This is an optimization exercise on Yosys and OpenROAD, whose aim is small area and a short achievable clock period, not a production implementation. For this run, only the layout was checked, not whether the RTL still works. Power and IR drop assume default switching activity.

[design/flow/design.v]
module mul6s(input [5:0] a, input [5:0] b, output [11:0] p);
wire n1, n2, n3, n4, n5, n6, n7, n8, n9, n10, n11, n12, n13, n14, n15, n16, n17, n18, n19, n20, n21, n22, n23, n24, n25, n26, n27, n28, n29, n30, n31, n32, n33, n34, n35, n36, n37, n38, n39, n40, n41, n42, n43, n44, n45, n46, n47, n48, n49, n50, n51, n52, n53, n54, n55, n56, n57, n58, n59, n60, n61, n62, n63, n64, n65, n66, n67, n68, n69, n70, n71, n72, n73, n74, n75, n76, n77, n78, n79, n80, n81, n82, n83, n84, n85, n86, n87, n88, n89, n90, n91, n92, n93, n94, n95, n96, n97, n98;
assign n1 = a[0] & b[0];
assign n2 = a[0] & b[1];
assign n3 = a[0] & b[2];
assign n4 = a[0] & b[3];
assign n5 = a[0] & b[4];
assign n6 = ~(a[0] & b[5]);
assign n7 = a[1] & b[0];
assign n8 = a[1] & b[1];
assign n9 = a[1] & b[2];
assign n10 = a[1] & b[3];
assign n11 = a[1] & b[4];
assign n12 = ~(a[1] & b[5]);
assign n13 = a[2] & b[0];
assign n14 = a[2] & b[1];
assign n15 = a[2] & b[2];
assign n16 = a[2] & b[3];
assign n17 = a[2] & b[4];
assign n18 = ~(a[2] & b[5]);
assign n19 = a[3] & b[0];
assign n20 = a[3] & b[1];
assign n21 = a[3] & b[2];
assign n22 = a[3] & b[3];
assign n23 = a[3] & b[4];
assign n24 = ~(a[3] & b[5]);
assign n25 = a[4] & b[0];
assign n26 = a[4] & b[1];
assign n27 = a[4] & b[2];
assign n28 = a[4] & b[3];
assign n29 = a[4] & b[4];
assign n30 = ~(a[4] & b[5]);
assign n31 = ~(a[5] & b[0]);
assign n32 = ~(a[5] & b[1]);
assign n33 = ~(a[5] & b[2]);
assign n34 = ~(a[5] & b[3]);
assign n35 = ~(a[5] & b[4]);
assign n36 = a[5] & b[5];
assign n37 = n5 ^ n10;
assign n38 = n5 & n10;
assign n39 = n6 ^ n11 ^ n16;
assign n40 = (n6 & n11) | (n6 & n16) | (n11 & n16);
assign n41 = n21 ^ n26;
assign n42 = n21 & n26;
assign n43 = n12 ^ n17 ^ n22;
assign n44 = (n12 & n17) | (n12 & n22) | (n17 & n22);
assign n45 = n27 ^ n32 ^ 1'b1;
assign n46 = (n27 & n32) | (n27 & 1'b1) | (n32 & 1'b1);
assign n47 = n18 ^ n23 ^ n28;
assign n48 = (n18 & n23) | (n18 & n28) | (n23 & n28);
assign n49 = n4 ^ n9;
assign n50 = n4 & n9;
assign n51 = n15 ^ n20 ^ n25;
assign n52 = (n15 & n20) | (n15 & n25) | (n20 & n25);
assign n53 = n31 ^ n38 ^ n39;
assign n54 = (n31 & n38) | (n31 & n39) | (n38 & n39);
assign n55 = n40 ^ n42 ^ n43;
assign n56 = (n40 & n42) | (n40 & n43) | (n42 & n43);
assign n57 = n33 ^ n44 ^ n46;
assign n58 = (n33 & n44) | (n33 & n46) | (n44 & n46);
assign n59 = n24 ^ n29 ^ n34;
assign n60 = (n24 & n29) | (n24 & n34) | (n29 & n34);
assign n61 = n3 ^ n8;
assign n62 = n3 & n8;
assign n63 = n14 ^ n19 ^ n49;
assign n64 = (n14 & n19) | (n14 & n49) | (n19 & n49);
assign n65 = n37 ^ n50 ^ n51;
assign n66 = (n37 & n50) | (n37 & n51) | (n50 & n51);
assign n67 = n41 ^ n52 ^ n53;
assign n68 = (n41 & n52) | (n41 & n53) | (n52 & n53);
assign n69 = n45 ^ n54 ^ n55;
assign n70 = (n45 & n54) | (n45 & n55) | (n54 & n55);
assign n71 = n47 ^ n56 ^ n57;
assign n72 = (n47 & n56) | (n47 & n57) | (n56 & n57);
assign n73 = n48 ^ n58 ^ n59;
assign n74 = (n48 & n58) | (n48 & n59) | (n58 & n59);
assign n75 = n30 ^ n35 ^ n60;
assign n76 = (n30 & n35) | (n30 & n60) | (n35 & n60);
assign n77 = n2 ^ n7;
assign n78 = n2 & n7;
assign n79 = n13 ^ n61 ^ n78;
assign n80 = (n13 & n61) | (n13 & n78) | (n61 & n78);
assign n81 = n62 ^ n63 ^ n80;
assign n82 = (n62 & n63) | (n62 & n80) | (n63 & n80);
assign n83 = n64 ^ n65 ^ n82;
assign n84 = (n64 & n65) | (n64 & n82) | (n65 & n82);
assign n85 = n66 ^ n67 ^ n84;
assign n86 = (n66 & n67) | (n66 & n84) | (n67 & n84);
assign n87 = n68 ^ n69 ^ n86;
assign n88 = (n68 & n69) | (n68 & n86) | (n69 & n86);
assign n89 = n70 ^ n71 ^ n88;
assign n90 = (n70 & n71) | (n70 & n88) | (n71 & n88);
assign n91 = n72 ^ n73 ^ n90;
assign n92 = (n72 & n73) | (n72 & n90) | (n73 & n90);
assign n93 = n74 ^ n75 ^ n92;
assign n94 = (n74 & n75) | (n74 & n92) | (n75 & n92);
assign n95 = n36 ^ n76 ^ n94;
assign n96 = (n36 & n76) | (n36 & n94) | (n76 & n94);
assign n97 = 1'b1 ^ n96;
assign n98 = 1'b1 & n96;
assign p[0] = n1;
assign p[1] = n77;
assign p[2] = n79;
assign p[3] = n81;
assign p[4] = n83;
assign p[5] = n85;
assign p[6] = n87;
assign p[7] = n89;
assign p[8] = n91;
assign p[9] = n93;
assign p[10] = n95;
assign p[11] = n97;
endmodule
module div6(a, b, qr);
  input [5:0] a;
  input [5:0] b;
  output [11:0] qr;
  wire new_n27, new_n28, new_n29, new_n30, new_n31, new_n32, new_n33,
    new_n34, new_n35, new_n36, new_n37, new_n38, new_n39, new_n40, new_n41,
    new_n42, new_n43, new_n44, new_n45, new_n46, new_n47, new_n48, new_n49,
    new_n50, new_n51, new_n52, new_n53, new_n54, new_n55, new_n56, new_n57,
    new_n58, new_n59, new_n60, new_n61, new_n62, new_n63, new_n64, new_n65,
    new_n66, new_n67, new_n68, new_n69, new_n70, new_n71, new_n72, new_n73,
    new_n74, new_n75, new_n76, new_n77, new_n78, new_n79, new_n80, new_n81,
    new_n82, new_n83, new_n84, new_n85, new_n86, new_n87, new_n88, new_n89,
    new_n90, new_n91, new_n92, new_n93, new_n94, new_n95, new_n96, new_n97,
    new_n98, new_n99, new_n100, new_n101, new_n102, new_n103, new_n104,
    new_n105, new_n107, new_n108, new_n109, new_n110, new_n111, new_n113,
    new_n114, new_n115, new_n116, new_n117, new_n119, new_n120, new_n121,
    new_n122, new_n124, new_n125, new_n130, new_n131;
  assign new_n27 = ~a[4] & b[4];
  assign new_n28 = ~b[3] & ~b[4];
  assign new_n29 = ~b[2] & new_n28;
  assign new_n30 = ~a[4] & b[1];
  assign new_n31 = new_n29 & ~new_n30;
  assign new_n32 = a[3] & ~new_n31;
  assign new_n33 = ~b[1] & new_n32;
  assign new_n34 = b[0] & b[1];
  assign new_n35 = new_n31 & new_n34;
  assign new_n36 = ~a[3] & new_n35;
  assign new_n37 = ~new_n33 & ~new_n36;
  assign new_n38 = ~a[2] & b[0];
  assign new_n39 = ~a[3] & b[1];
  assign new_n40 = ~new_n38 & ~new_n39;
  assign new_n41 = ~new_n35 & new_n40;
  assign new_n42 = new_n37 & ~new_n41;
  assign new_n43 = a[4] & new_n28;
  assign new_n44 = b[2] & new_n43;
  assign new_n45 = new_n42 & new_n44;
  assign new_n46 = ~a[1] & b[0];
  assign new_n47 = ~b[1] & ~new_n46;
  assign new_n48 = b[1] & new_n46;
  assign new_n49 = ~new_n29 & ~new_n43;
  assign new_n50 = ~new_n42 & ~new_n49;
  assign new_n51 = b[0] & new_n50;
  assign new_n52 = a[2] & ~new_n51;
  assign new_n53 = new_n38 & new_n50;
  assign new_n54 = ~new_n52 & ~new_n53;
  assign new_n55 = ~new_n48 & ~new_n54;
  assign new_n56 = ~new_n47 & ~new_n55;
  assign new_n57 = new_n45 & ~new_n56;
  assign new_n58 = ~new_n37 & ~new_n38;
  assign new_n59 = new_n32 & ~new_n50;
  assign new_n60 = ~new_n58 & ~new_n59;
  assign new_n61 = ~b[2] & ~new_n56;
  assign new_n62 = a[4] & ~b[4];
  assign new_n63 = ~new_n28 & ~new_n62;
  assign new_n64 = b[2] & new_n56;
  assign new_n65 = ~new_n63 & ~new_n64;
  assign new_n66 = ~new_n61 & new_n65;
  assign new_n67 = ~new_n60 & ~new_n66;
  assign new_n68 = ~new_n57 & ~new_n67;
  assign new_n69 = b[3] & new_n68;
  assign new_n70 = ~b[3] & ~new_n68;
  assign new_n71 = ~a[0] & b[0];
  assign new_n72 = ~b[1] & ~new_n71;
  assign new_n73 = b[1] & new_n71;
  assign new_n74 = new_n60 & ~new_n61;
  assign new_n75 = new_n65 & ~new_n74;
  assign new_n76 = ~new_n45 & ~new_n75;
  assign new_n77 = b[0] & ~new_n76;
  assign new_n78 = a[1] & ~new_n77;
  assign new_n79 = ~a[1] & new_n77;
  assign new_n80 = ~new_n78 & ~new_n79;
  assign new_n81 = ~new_n73 & ~new_n80;
  assign new_n82 = ~new_n72 & ~new_n81;
  assign new_n83 = b[2] & new_n82;
  assign new_n84 = ~b[2] & ~new_n82;
  assign new_n85 = ~new_n47 & ~new_n48;
  assign new_n86 = ~new_n76 & new_n85;
  assign new_n87 = new_n54 & new_n86;
  assign new_n88 = ~new_n54 & ~new_n86;
  assign new_n89 = ~new_n87 & ~new_n88;
  assign new_n90 = ~new_n84 & new_n89;
  assign new_n91 = ~new_n83 & ~new_n90;
  assign new_n92 = ~new_n70 & ~new_n91;
  assign new_n93 = ~new_n69 & ~new_n92;
  assign new_n94 = ~new_n27 & new_n93;
  assign new_n95 = b[3] & new_n62;
  assign new_n96 = ~new_n75 & new_n95;
  assign new_n97 = ~new_n94 & ~new_n96;
  assign new_n98 = b[0] & ~new_n97;
  assign new_n99 = a[0] & new_n98;
  assign new_n100 = ~b[1] & new_n29;
  assign new_n101 = ~b[0] & new_n100;
  assign new_n102 = ~a[5] & ~b[5];
  assign new_n103 = ~new_n101 & new_n102;
  assign new_n104 = ~a[0] & ~new_n98;
  assign new_n105 = new_n103 & ~new_n104;
  assign qr[0] = ~new_n99 & new_n105;
  assign new_n107 = ~new_n72 & ~new_n73;
  assign new_n108 = ~new_n97 & new_n107;
  assign new_n109 = ~new_n80 & new_n108;
  assign new_n110 = new_n80 & ~new_n108;
  assign new_n111 = new_n103 & ~new_n110;
  assign qr[1] = ~new_n109 & new_n111;
  assign new_n113 = ~new_n83 & ~new_n84;
  assign new_n114 = ~new_n97 & new_n113;
  assign new_n115 = ~new_n89 & new_n114;
  assign new_n116 = new_n89 & ~new_n114;
  assign new_n117 = new_n103 & ~new_n116;
  assign qr[2] = ~new_n115 & new_n117;
  assign new_n119 = ~new_n70 & ~new_n96;
  assign new_n120 = new_n91 & ~new_n119;
  assign new_n121 = ~new_n68 & ~new_n94;
  assign new_n122 = ~new_n120 & ~new_n121;
  assign qr[3] = new_n103 & ~new_n122;
  assign new_n124 = a[4] & new_n103;
  assign new_n125 = b[4] & new_n124;
  assign qr[4] = ~new_n93 & new_n125;
  assign qr[6] = ~new_n97 & new_n103;
  assign qr[7] = ~new_n76 & new_n103;
  assign qr[8] = new_n50 & new_n103;
  assign new_n130 = ~a[3] & b[0];
  assign new_n131 = new_n31 & ~new_n130;
  assign qr[9] = new_n103 & new_n131;
  assign qr[10] = new_n100 & new_n124;
  assign qr[5] = 1'b0;
  assign qr[11] = 1'b0;
endmodule
module fseg(x, y);
  input [5:0] x;
  output [13:0] y;
  wire new_n22, new_n23, new_n24, new_n25, new_n26, new_n27, new_n28,
    new_n29, new_n30, new_n31, new_n32, new_n33, new_n34, new_n35, new_n36,
    new_n37, new_n38, new_n39, new_n40, new_n41, new_n42, new_n43, new_n44,
    new_n45, new_n46, new_n47, new_n50, new_n51, new_n53, new_n55, new_n56,
    new_n57, new_n58, new_n60, new_n62, new_n64, new_n65, new_n66, new_n67,
    new_n68, new_n69, new_n70, new_n71, new_n72, new_n73, new_n74, new_n77,
    new_n78, new_n79;
  assign new_n22 = x[2] & ~x[4];
  assign new_n23 = ~x[2] & x[4];
  assign new_n24 = ~new_n22 & ~new_n23;
  assign new_n25 = x[1] & ~x[3];
  assign new_n26 = ~x[1] & x[3];
  assign new_n27 = ~new_n25 & ~new_n26;
  assign new_n28 = new_n24 & new_n27;
  assign new_n29 = x[0] & ~new_n28;
  assign new_n30 = ~new_n24 & ~new_n26;
  assign new_n31 = ~new_n22 & ~new_n25;
  assign new_n32 = ~new_n30 & ~new_n31;
  assign new_n33 = new_n23 & new_n27;
  assign new_n34 = ~new_n24 & ~new_n25;
  assign new_n35 = ~new_n33 & new_n34;
  assign new_n36 = x[5] & ~new_n35;
  assign new_n37 = ~new_n32 & ~new_n36;
  assign new_n38 = new_n22 & new_n25;
  assign new_n39 = ~new_n33 & ~new_n38;
  assign new_n40 = ~new_n32 & new_n39;
  assign new_n41 = x[5] & ~new_n40;
  assign new_n42 = ~new_n37 & ~new_n41;
  assign new_n43 = x[5] & ~new_n27;
  assign new_n44 = new_n42 & new_n43;
  assign new_n45 = ~x[5] & new_n40;
  assign new_n46 = new_n35 & new_n45;
  assign new_n47 = ~x[0] & ~new_n46;
  assign y[2] = new_n44 | ~new_n47;
  assign y[6] = ~new_n29 & y[2];
  assign new_n50 = x[0] & ~new_n45;
  assign new_n51 = new_n37 & new_n50;
  assign y[0] = y[6] | new_n51;
  assign new_n53 = new_n42 & ~y[6];
  assign y[1] = ~x[0] & new_n53;
  assign new_n55 = ~x[0] & x[5];
  assign new_n56 = new_n32 & new_n55;
  assign new_n57 = ~new_n28 & ~new_n51;
  assign new_n58 = ~new_n55 & ~new_n57;
  assign y[3] = new_n56 | new_n58;
  assign new_n60 = new_n39 & ~new_n46;
  assign y[4] = ~y[0] & ~new_n60;
  assign new_n62 = x[0] & ~new_n57;
  assign y[5] = new_n53 | new_n62;
  assign new_n64 = x[5] & ~new_n22;
  assign new_n65 = ~new_n29 & new_n64;
  assign new_n66 = ~new_n23 & ~new_n65;
  assign new_n67 = ~x[3] & ~new_n66;
  assign new_n68 = x[4] & ~new_n67;
  assign new_n69 = x[1] & ~x[5];
  assign new_n70 = ~new_n23 & new_n69;
  assign new_n71 = ~new_n22 & ~new_n70;
  assign new_n72 = x[3] & ~new_n71;
  assign new_n73 = ~new_n56 & new_n72;
  assign new_n74 = ~x[4] & ~new_n73;
  assign y[7] = ~new_n68 & ~new_n74;
  assign y[9] = new_n67 | new_n73;
  assign new_n77 = ~x[4] & ~x[5];
  assign new_n78 = x[4] & x[5];
  assign new_n79 = ~new_n77 & ~new_n78;
  assign y[8] = ~y[9] & new_n79;
  assign y[10] = y[7] | ~new_n79;
  assign y[12] = y[7] | new_n79;
  assign y[11] = 1'b0;
  assign y[13] = y[7];
endmodule
module segb(c, y);
  input [11:0] c;
  output [27:0] y;
  wire new_n42, new_n43, new_n44, new_n45, new_n46, new_n47, new_n48,
    new_n49, new_n50, new_n51, new_n52, new_n53, new_n54, new_n55, new_n56,
    new_n57, new_n58, new_n59, new_n60, new_n61, new_n62, new_n63, new_n64,
    new_n65, new_n66, new_n67, new_n68, new_n69, new_n70, new_n71, new_n72,
    new_n73, new_n74, new_n75, new_n76, new_n77, new_n78, new_n79, new_n80,
    new_n81, new_n82, new_n83, new_n84, new_n85, new_n86, new_n87, new_n88,
    new_n89, new_n90, new_n91, new_n92, new_n93, new_n94, new_n95, new_n96,
    new_n97, new_n98, new_n99, new_n100, new_n101, new_n102, new_n103,
    new_n104, new_n105, new_n106, new_n107, new_n108, new_n109, new_n110,
    new_n111, new_n112, new_n113, new_n114, new_n115, new_n116, new_n117,
    new_n118, new_n119, new_n120, new_n121, new_n122, new_n123, new_n124,
    new_n125, new_n126, new_n127, new_n128, new_n129, new_n130, new_n131,
    new_n132, new_n133, new_n134, new_n135, new_n136, new_n137, new_n138,
    new_n139, new_n140, new_n141, new_n142, new_n143, new_n144, new_n145,
    new_n146, new_n147, new_n148, new_n149, new_n150, new_n151, new_n152,
    new_n153, new_n154, new_n155, new_n156, new_n157, new_n158, new_n159,
    new_n160, new_n161, new_n162, new_n163, new_n164, new_n165, new_n166,
    new_n167, new_n169, new_n170, new_n171, new_n172, new_n173, new_n174,
    new_n177, new_n178, new_n179, new_n180, new_n181, new_n182, new_n183,
    new_n184, new_n185, new_n186, new_n187, new_n189, new_n190, new_n192,
    new_n193, new_n195, new_n197, new_n198, new_n199, new_n200, new_n201,
    new_n202, new_n203, new_n204, new_n205, new_n206, new_n207, new_n208,
    new_n209, new_n210, new_n211, new_n212, new_n213, new_n214, new_n215,
    new_n216, new_n217, new_n218, new_n219, new_n220, new_n221, new_n222,
    new_n223, new_n224, new_n225, new_n226, new_n227, new_n228, new_n229,
    new_n230, new_n231, new_n232, new_n233, new_n234, new_n235, new_n236,
    new_n237, new_n238, new_n239, new_n240, new_n241, new_n242, new_n243,
    new_n244, new_n245, new_n246, new_n247, new_n248, new_n249, new_n250,
    new_n251, new_n252, new_n254, new_n255, new_n256, new_n257, new_n260,
    new_n262, new_n263, new_n265, new_n268, new_n269, new_n270, new_n271,
    new_n272, new_n273, new_n274, new_n275, new_n276, new_n277, new_n278,
    new_n279, new_n281, new_n282, new_n283, new_n284, new_n285, new_n286,
    new_n287, new_n288, new_n291, new_n292, new_n295, new_n298, new_n299,
    new_n301;
  assign new_n42 = ~c[0] & ~c[1];
  assign new_n43 = ~c[2] & new_n42;
  assign new_n44 = c[11] & ~new_n43;
  assign new_n45 = c[3] & ~new_n44;
  assign new_n46 = ~c[3] & new_n44;
  assign new_n47 = ~new_n45 & ~new_n46;
  assign new_n48 = ~c[3] & new_n43;
  assign new_n49 = c[11] & ~new_n48;
  assign new_n50 = ~c[4] & ~new_n49;
  assign new_n51 = c[4] & new_n49;
  assign new_n52 = ~new_n50 & ~new_n51;
  assign new_n53 = ~c[4] & new_n48;
  assign new_n54 = ~c[5] & new_n53;
  assign new_n55 = ~c[6] & new_n54;
  assign new_n56 = c[11] & ~new_n55;
  assign new_n57 = ~c[7] & new_n56;
  assign new_n58 = c[7] & ~new_n56;
  assign new_n59 = ~new_n57 & ~new_n58;
  assign new_n60 = c[11] & ~new_n53;
  assign new_n61 = c[5] & new_n60;
  assign new_n62 = ~c[5] & ~new_n60;
  assign new_n63 = ~new_n61 & ~new_n62;
  assign new_n64 = new_n59 & new_n63;
  assign new_n65 = c[11] & ~new_n54;
  assign new_n66 = c[6] & ~new_n65;
  assign new_n67 = ~c[6] & new_n65;
  assign new_n68 = ~new_n66 & ~new_n67;
  assign new_n69 = c[8] & ~c[10];
  assign new_n70 = ~c[9] & ~new_n69;
  assign new_n71 = ~c[8] & c[10];
  assign new_n72 = new_n70 & new_n71;
  assign new_n73 = c[9] & new_n69;
  assign new_n74 = ~new_n72 & ~new_n73;
  assign new_n75 = ~new_n68 & ~new_n74;
  assign new_n76 = c[9] & ~new_n71;
  assign new_n77 = ~c[11] & ~new_n76;
  assign new_n78 = c[11] & ~new_n70;
  assign new_n79 = ~new_n77 & ~new_n78;
  assign new_n80 = ~c[7] & new_n71;
  assign new_n81 = new_n54 & new_n80;
  assign new_n82 = new_n79 & ~new_n81;
  assign new_n83 = new_n68 & new_n82;
  assign new_n84 = ~new_n75 & ~new_n83;
  assign new_n85 = new_n64 & ~new_n84;
  assign new_n86 = ~new_n59 & ~new_n63;
  assign new_n87 = ~c[7] & new_n55;
  assign new_n88 = c[11] & ~new_n87;
  assign new_n89 = ~new_n70 & ~new_n88;
  assign new_n90 = ~new_n76 & new_n88;
  assign new_n91 = ~new_n89 & ~new_n90;
  assign new_n92 = new_n68 & new_n74;
  assign new_n93 = ~new_n69 & ~new_n71;
  assign new_n94 = ~new_n75 & ~new_n93;
  assign new_n95 = ~new_n92 & new_n94;
  assign new_n96 = ~new_n91 & ~new_n95;
  assign new_n97 = new_n84 & ~new_n96;
  assign new_n98 = new_n86 & new_n97;
  assign new_n99 = ~new_n85 & ~new_n98;
  assign new_n100 = ~c[6] & c[11];
  assign new_n101 = ~new_n58 & new_n100;
  assign new_n102 = ~new_n66 & ~new_n101;
  assign new_n103 = ~new_n91 & ~new_n93;
  assign new_n104 = ~new_n102 & new_n103;
  assign new_n105 = new_n93 & new_n102;
  assign new_n106 = ~new_n104 & ~new_n105;
  assign new_n107 = new_n99 & new_n106;
  assign new_n108 = ~new_n99 & ~new_n106;
  assign new_n109 = ~new_n107 & ~new_n108;
  assign new_n110 = ~new_n52 & ~new_n109;
  assign new_n111 = ~new_n64 & ~new_n86;
  assign new_n112 = new_n97 & new_n111;
  assign new_n113 = new_n86 & new_n96;
  assign new_n114 = ~new_n85 & ~new_n113;
  assign new_n115 = ~new_n112 & new_n114;
  assign new_n116 = ~new_n110 & ~new_n115;
  assign new_n117 = new_n110 & new_n115;
  assign new_n118 = ~new_n96 & ~new_n108;
  assign new_n119 = ~new_n59 & ~new_n118;
  assign new_n120 = new_n59 & ~new_n96;
  assign new_n121 = new_n99 & new_n120;
  assign new_n122 = ~new_n119 & ~new_n121;
  assign new_n123 = new_n63 & ~new_n122;
  assign new_n124 = ~new_n63 & new_n122;
  assign new_n125 = ~new_n123 & ~new_n124;
  assign new_n126 = new_n117 & ~new_n125;
  assign new_n127 = ~new_n116 & ~new_n126;
  assign new_n128 = new_n52 & new_n109;
  assign new_n129 = ~new_n117 & ~new_n128;
  assign new_n130 = new_n47 & ~new_n125;
  assign new_n131 = new_n129 & new_n130;
  assign new_n132 = new_n127 & ~new_n131;
  assign new_n133 = new_n47 & new_n132;
  assign new_n134 = ~new_n47 & ~new_n127;
  assign new_n135 = ~new_n133 & ~new_n134;
  assign new_n136 = ~new_n47 & new_n125;
  assign new_n137 = ~new_n130 & ~new_n136;
  assign new_n138 = new_n129 & ~new_n137;
  assign new_n139 = c[11] & ~new_n42;
  assign new_n140 = c[2] & ~new_n139;
  assign new_n141 = ~c[2] & new_n139;
  assign new_n142 = ~new_n140 & ~new_n141;
  assign new_n143 = ~new_n133 & ~new_n142;
  assign new_n144 = ~new_n129 & ~new_n134;
  assign new_n145 = ~new_n143 & new_n144;
  assign new_n146 = ~new_n138 & ~new_n145;
  assign new_n147 = new_n135 & ~new_n146;
  assign new_n148 = ~c[0] & new_n147;
  assign new_n149 = c[0] & c[11];
  assign new_n150 = c[1] & ~new_n149;
  assign new_n151 = ~c[1] & new_n149;
  assign new_n152 = ~new_n150 & ~new_n151;
  assign new_n153 = ~new_n135 & ~new_n152;
  assign new_n154 = new_n135 & new_n152;
  assign new_n155 = ~new_n153 & ~new_n154;
  assign new_n156 = ~new_n148 & ~new_n155;
  assign new_n157 = new_n129 & new_n135;
  assign new_n158 = new_n146 & ~new_n157;
  assign new_n159 = ~new_n146 & new_n157;
  assign new_n160 = ~new_n158 & ~new_n159;
  assign new_n161 = new_n142 & new_n160;
  assign new_n162 = ~new_n142 & ~new_n160;
  assign new_n163 = ~new_n161 & ~new_n162;
  assign new_n164 = ~new_n156 & ~new_n163;
  assign new_n165 = c[0] & ~new_n152;
  assign new_n166 = new_n146 & new_n165;
  assign new_n167 = new_n163 & ~new_n166;
  assign y[3] = ~new_n164 & ~new_n167;
  assign new_n169 = c[0] & y[3];
  assign new_n170 = c[1] & new_n146;
  assign new_n171 = ~c[1] & ~new_n146;
  assign new_n172 = ~c[0] & ~new_n171;
  assign new_n173 = ~new_n170 & new_n172;
  assign new_n174 = new_n163 & new_n173;
  assign y[0] = new_n169 | new_n174;
  assign y[2] = c[0] | new_n174;
  assign new_n177 = c[0] & c[1];
  assign new_n178 = c[2] & ~new_n177;
  assign new_n179 = c[1] & ~c[2];
  assign new_n180 = ~new_n178 & ~new_n179;
  assign new_n181 = ~new_n135 & new_n180;
  assign new_n182 = ~new_n146 & ~new_n181;
  assign new_n183 = new_n163 & new_n182;
  assign new_n184 = ~new_n147 & ~new_n163;
  assign new_n185 = ~new_n42 & new_n135;
  assign new_n186 = new_n184 & new_n185;
  assign new_n187 = ~new_n183 & ~new_n186;
  assign y[1] = ~y[2] & ~new_n187;
  assign new_n189 = new_n152 & new_n183;
  assign new_n190 = ~new_n186 & ~new_n189;
  assign y[5] = new_n169 | ~new_n190;
  assign new_n192 = ~new_n148 & ~new_n163;
  assign new_n193 = ~new_n173 & ~new_n192;
  assign y[4] = ~y[5] & new_n193;
  assign new_n195 = new_n169 & new_n184;
  assign y[6] = new_n174 | new_n195;
  assign new_n197 = ~new_n142 & new_n153;
  assign new_n198 = ~new_n182 & ~new_n197;
  assign new_n199 = ~c[10] & c[11];
  assign new_n200 = c[10] & ~c[11];
  assign new_n201 = ~new_n199 & ~new_n200;
  assign new_n202 = ~new_n79 & ~new_n96;
  assign new_n203 = new_n59 & ~new_n202;
  assign new_n204 = c[8] & ~new_n88;
  assign new_n205 = ~c[8] & new_n88;
  assign new_n206 = ~new_n204 & ~new_n205;
  assign new_n207 = new_n203 & new_n206;
  assign new_n208 = ~new_n203 & ~new_n206;
  assign new_n209 = ~new_n207 & ~new_n208;
  assign new_n210 = ~new_n201 & ~new_n209;
  assign new_n211 = new_n74 & ~new_n210;
  assign new_n212 = ~new_n75 & new_n82;
  assign new_n213 = ~new_n122 & ~new_n212;
  assign new_n214 = ~new_n211 & new_n213;
  assign new_n215 = new_n122 & new_n211;
  assign new_n216 = ~new_n214 & ~new_n215;
  assign new_n217 = ~new_n132 & ~new_n216;
  assign new_n218 = ~new_n79 & ~new_n211;
  assign new_n219 = new_n122 & new_n218;
  assign new_n220 = ~new_n217 & ~new_n219;
  assign new_n221 = ~new_n52 & ~new_n115;
  assign new_n222 = ~new_n109 & ~new_n221;
  assign new_n223 = new_n74 & ~new_n209;
  assign new_n224 = ~new_n210 & ~new_n223;
  assign new_n225 = new_n222 & ~new_n224;
  assign new_n226 = ~new_n222 & new_n224;
  assign new_n227 = ~new_n225 & ~new_n226;
  assign new_n228 = new_n220 & new_n227;
  assign new_n229 = ~new_n220 & ~new_n227;
  assign new_n230 = ~new_n228 & ~new_n229;
  assign new_n231 = new_n132 & new_n216;
  assign new_n232 = ~new_n217 & ~new_n231;
  assign new_n233 = ~new_n222 & ~new_n230;
  assign new_n234 = ~new_n209 & ~new_n220;
  assign new_n235 = ~new_n122 & new_n212;
  assign new_n236 = new_n209 & new_n235;
  assign new_n237 = ~new_n234 & ~new_n236;
  assign new_n238 = ~new_n233 & new_n237;
  assign new_n239 = new_n232 & new_n238;
  assign new_n240 = ~new_n230 & ~new_n239;
  assign new_n241 = new_n230 & new_n239;
  assign new_n242 = ~new_n240 & ~new_n241;
  assign new_n243 = new_n160 & new_n242;
  assign new_n244 = ~new_n160 & ~new_n242;
  assign new_n245 = ~new_n243 & ~new_n244;
  assign new_n246 = ~new_n232 & ~new_n238;
  assign new_n247 = new_n230 & ~new_n246;
  assign new_n248 = ~new_n160 & ~new_n247;
  assign new_n249 = new_n160 & new_n247;
  assign new_n250 = ~new_n248 & ~new_n249;
  assign new_n251 = ~new_n246 & ~new_n250;
  assign new_n252 = ~new_n245 & new_n251;
  assign y[9] = ~new_n198 | new_n252;
  assign new_n254 = ~new_n242 & ~new_n246;
  assign new_n255 = new_n250 & new_n254;
  assign new_n256 = new_n245 & ~new_n255;
  assign new_n257 = ~new_n198 & ~new_n256;
  assign y[7] = y[9] & ~new_n257;
  assign y[8] = new_n198 & new_n255;
  assign new_n260 = new_n198 & new_n250;
  assign y[10] = new_n256 & ~new_n260;
  assign new_n262 = ~new_n198 & new_n252;
  assign new_n263 = new_n256 & new_n260;
  assign y[11] = new_n262 | new_n263;
  assign new_n265 = ~new_n198 & new_n245;
  assign y[12] = new_n255 | new_n265;
  assign y[13] = ~new_n250 & y[7];
  assign new_n268 = ~new_n240 & ~new_n248;
  assign new_n269 = ~new_n79 & ~new_n122;
  assign new_n270 = ~new_n247 & new_n269;
  assign new_n271 = ~new_n224 & ~new_n270;
  assign new_n272 = new_n122 & ~new_n233;
  assign new_n273 = ~c[9] & ~new_n199;
  assign new_n274 = c[9] & ~new_n200;
  assign new_n275 = ~new_n273 & ~new_n274;
  assign new_n276 = ~new_n272 & new_n275;
  assign new_n277 = ~new_n235 & ~new_n276;
  assign new_n278 = new_n271 & new_n277;
  assign new_n279 = ~new_n79 & new_n278;
  assign y[16] = ~new_n268 | new_n279;
  assign new_n281 = ~new_n82 & new_n272;
  assign new_n282 = new_n224 & ~new_n281;
  assign new_n283 = ~new_n271 & ~new_n282;
  assign new_n284 = ~new_n122 & new_n233;
  assign new_n285 = ~new_n272 & ~new_n284;
  assign new_n286 = ~new_n278 & new_n285;
  assign new_n287 = ~new_n283 & new_n286;
  assign new_n288 = ~new_n268 & ~new_n287;
  assign y[14] = y[16] & ~new_n288;
  assign y[15] = new_n268 & new_n283;
  assign new_n291 = ~new_n271 & ~new_n277;
  assign new_n292 = ~new_n278 & ~new_n291;
  assign y[18] = ~y[14] & ~new_n292;
  assign y[17] = new_n287 & ~y[18];
  assign new_n295 = ~new_n268 & new_n286;
  assign y[19] = new_n283 | new_n295;
  assign y[20] = new_n277 & y[14];
  assign new_n298 = ~new_n74 & new_n213;
  assign new_n299 = ~new_n233 & new_n298;
  assign y[26] = ~new_n201 | new_n299;
  assign new_n301 = new_n82 & new_n210;
  assign y[22] = new_n222 & new_n301;
  assign y[21] = y[26] & ~y[22];
  assign y[25] = 1'b0;
  assign y[24] = ~y[22];
  assign y[23] = y[21];
  assign y[27] = y[21];
endmodule
module lab1(clear, sign, bcd_out, overflow, c, a, b, f, w, clk);
   input [5:0] a, b;
   input [1:0] f;
   input       w;
   input       clk;
   output reg [11:0] c;
   output        overflow;
   output [27:0] bcd_out;
   output        sign;
   output [5:0]  clear;
   wire       sub = f[0];
   wire [5:0] bx = b ^ {6{sub}};
   wire [5:0] as = a + bx + {5'd0, sub};
   wire [11:0] prod, qr;
   mul6s mul(.a(a), .b(b), .p(prod));
   div6  div(.a(a), .b(b), .qr(qr));
   assign overflow = ~f[1] & (a[5] ~^ bx[5]) & (as[5] ^ a[5]);
   assign clear = 6'b111111;
   always @(posedge clk)
     if (w) c <= {a, b};
     else if (f[1]) c <= f[0] ? qr : prod;
     else c <= {6'b0, as};
   wire [13:0] seg_lo, seg_hi;
   wire [27:0] seg_w;
   fseg conv_lo(.x(c[5:0]), .y(seg_lo));
   fseg conv_hi(.x(c[11:6]), .y(seg_hi));
   segb conv12(.c(c), .y(seg_w));
   wire m2 = f[1] & ~f[0];
   assign bcd_out = m2 ? seg_w : {seg_hi[13:7], seg_hi[6:0], seg_lo[13:7], seg_lo[6:0]};
   assign sign = f[1] ? ~c[11] : ~c[5];
endmodule
[design/flow/flow/run.sh]
#!/bin/bash
# The standard layout (the standard.sh, unchanged synthesis), with one change:
# the port buffers that ORFS inserts at global placement use sky130_fd_sc_hd__buf_2
# instead of the cell buffer_ports picks by default (clkdlybuf4s50_1, a slow delay cell).
set -euo pipefail
export BUFFER_PORTS_ARGS="-buffer_cell sky130_fd_sc_hd__buf_2"
bash standard.sh > standard_flow.log 2>&1
[design/flow/standard.sh]
#!/bin/bash
# synth_recipe.tcl (not shown) runs the flow's synth.tcl, then flattens the netlist and writes it again
# the make line also repeats each setting of config.mk as NAME=value (left out here)
make -C /OpenROAD-flow-scripts/flow DESIGN_CONFIG=/design/flow/config.mk WORK_HOME=/design/flow/orfs CLKGATE_MAP_FILE= SYNTH_SCRIPT=/design/flow/synth_recipe.tcl "${@:-finish}"
[design/flow/config.mk]
export PLATFORM = sky130hd
export DESIGN_NAME = lab1
export DESIGN_NICKNAME = lab1
export VERILOG_FILES = /design/flow/design.v
export SDC_FILE = /design/flow/constraint.sdc
export NUM_CORES = 4
export LEC_CHECK = 0
export ABC_AREA = 1
export CAP_MARGIN = 20
export CORE_MARGIN = 2
export CORE_UTILIZATION = 30
export SLEW_MARGIN = 20
[design/flow/constraint.sdc]
create_clock -name core_clock -period 15.0 [get_ports {clk}]
set_input_delay 3.0000 -clock core_clock [delete_from_list [all_inputs] [get_ports {clk}]]
set_output_delay 3.0000 -clock core_clock [all_outputs]
set_load 0.01 [all_outputs]
==> flow_summary.yaml <==
finish:
  largest_register: "c"
  num_antenna_cells: 0
  syn2layout_area_growth_pct: 10.5
  instances_no_fill: 971
  drive_gt1_frac: 0.169
  final_nets: 867
  largest_reg_flops: 12
  reg_top3: "c (12)"
global_routing:
  antenna_found_initial: 0
  grt_max_degree: 34
  grt_pass1_vias: 4319
  grtUsageTotal: 0.157
  grt_pass1_wl_um: 21100
  gr-total-overflow: 0
placed_design:
  post-dp-hpwl_um: 10100
  place.gp.congestion: 0.892
  dp_worst_setup_slack_ns: 6.95
  dp.cells: 967
  io_buffers: 56
floorplanning:
  initial_utilization: 0.307
  die_x_um: 126
  coreArea_sq_um: 14500
  die_area_sq_um: 15900
  die_y_um: 126
  boundaryPins: 64
  row_count: 44
timing:
  setup_viol: 0
  clock.fmax_mhz: 121
  hold_viol_final: 0
  tightest_slew_ns: 0.667
  relSlewSlack: 0.554
  period_share: 0.549
  rsz0062_at_grt: "no"
  min_period_ns: 8.23
  fin_ws_ns: 6.77
  drv_slew: 0
  fin_tns_setup_ns: 0
cts:
  clk_pin_slew_ns: 0.04
  htreeDepth: 1
  post-cts-setup-buffer-count: 0
  hold_buffers: 0
  cts_made_buffers: 3
  cts_resized: 0
  cts_root_buf: "clkbuf_16"
  tritoncts: "built"
  max-clock-path-buffers: 2
  clock_sinks: 12
synthesis:
  syn-mean-instance-area_sq_um: 5.94
  netlist_area_sq_um: 4460
  synth_ff_type: "dfxtp_1"
  synth_cell_types: 53
  synth_commonest_cells: "nand2_1, inv_1, nand3_1"
  ys_ff_latch: 12
  post-synth-top-count-cell: "nand2_1"
  ys_top_cells_by_area: "nand2_1, inv_1, fa_1"
  synth_top_area_share: 0.167
  async_reset_ff_frac: 0
  ys_seq_area_frac: 0.0539
  postSynthCellCount: 750
  yosysWarnings: 1
  yosysTopAreaCell: "nand2_1"
  synth_edf_count: 0
critical_path:
  critPathArrivalTime_ns: 5.23
  critPathTopFamily: "adder cells"
  crit_path_frequent_cell: "ha_1"
  max_stage_delay_ns: 0.65
  crit_path_end_kind: "primary output"
  critPathKind: "reg2out"
  cp_num_buf_inv: 4
  critPathLaunchType: "flop"
  critical_path_required_ns: 12.00
  crit_slowest_cell: "dfxtp_1"
  crit_fanout: 12
drt:
  ant_nets: 0
  first_pass_iters: 5
  drt-vias-per-instance: 4.78
  drtIter0Drc: 323
  finalWirelength_um: 12200
  wl_per_cell_um: 12.6
  drc: 0
  vias: 4642
pwr:
  powerDensity_nw_per_um2: 161
  power.leakage_nw: 2.83
  ir_drop_mv: 0.0914
  finalPower_uw: 795
run:
  max_cap_viol_count: 0
run_status:
  status: "finished clean"
worst_hold_path:
  hp-class: "in2reg"
## power breakdown
group,leakage [nW],switching [mW],internal (mW)
Combinational,2.69,0.452,0.243
Sequential,0.101,0.0100,0.0364
Clock,0.0442,0.0132,0.0401
## layout by cell type, fill, tap and decap left out, types with 12 or more instances in the layout
master,netlist,routed
buf_2,5,56
o22ai_1,12,12
fa_1,25,25
inv_2,13,13
a21oi_1,32,32
o21ai_0,31,31
nor2_1,39,38
inv_1,150,150
nand2_2,26,26
nand3_1,51,51
dfxtp_1,12,12
nand3_2,13,13
ha_1,38,38
nand2_1,198,198
## worst paths after layout
path / start / to / cells past startpoint
min: w / c[6] / 3
max: c[0] / bcd_out[20] / 31
## layer usage
| metal | up-vias | part of all wire | GRT usage |
|---|---|---|---|
| met5 | - | 0 | 0 |
| met4 | 0 | 0.0097 | 0.0323 |
| met3 | 12 | 0.039 | 0.00637 |
| met2 | 100 | 0.46 | 0.262 |
| met1 | 2109 | 0.49 | 0.227 |
| li1 | 2421 | - | - |
## through the flow
stage | instance area [sq um] | hold WS [ns] | utilization
2_1_floorplan | 4480 | 3.10 | -
3_3_place_gp | 4840 | 3.36 | 0.333
3_5_place_dp | 4840 | 3.36 | 0.333
4_1_cts | 4930 | 3.11 | 0.339
5_1_grt | 4930 | 3.13 | 0.339
6_report | 4930 | 3.11 | 0.339
## kinds of logic (layout without fill, tap and decap cells)
| logic type | count (synthesis) | after routing | share of synthesized area |
|---|---|---|---|
| AOI/OAI and AO/OA | 108 | 108 | 0.145 |
| xor gates and xnor gates | 11 | 11 | 0.0216 |
| adders and majority gates | 63 | 63 | 0.219 |
| buffers and inverters | 193 | 225 | 0.174 |
| DFF | 12 | 12 | 0.0539 |
| other | 2 | 7 | 0.00168 |
| and+or+nand+nor | 361 | 361 | 0.385 |
## final cells by class
type / count / area, sq um
Clock buffer: 4 / 88.8
Tap cell: 184 / 230
Timing Repair Buffer: 57 / 288
Sequential cell: 12 / 240
Inverter: 164 / 616
Fill cell: 1636 / 9610
Multi-Input combinational cell: 550 / 3460

[separate check: timing with driven ports]
The results above use ideal ports. As a check the final layout listed here was re-extracted and re-timed, cells and wires unchanged.
Step 1 sets driving cells, clkbuf_16 on the clock port and buf_2 on the other inputs (assumed; they add their load-dependent delay and slew).
Step 2, shift: input delay + t, output delay - t, t = (earliest + latest rising clock arrival at the registers) / 2. This alone moves slack from input paths to output paths.
Slacks: no drivers / after step 1 / after step 2; pairs: no drivers / after step 1.
t (ns): 0.272
setup slack, ns: 6.765 / 6.732 / 6.927
worst hold slack (ns): 3.112 / 3.103 / 3.375
worst setup path at the end: input to output
After both steps this run still meets setup and hold. For this run, drivers alone change the setup slack by -0.033 ns; drivers and shift together by +0.162 ns.
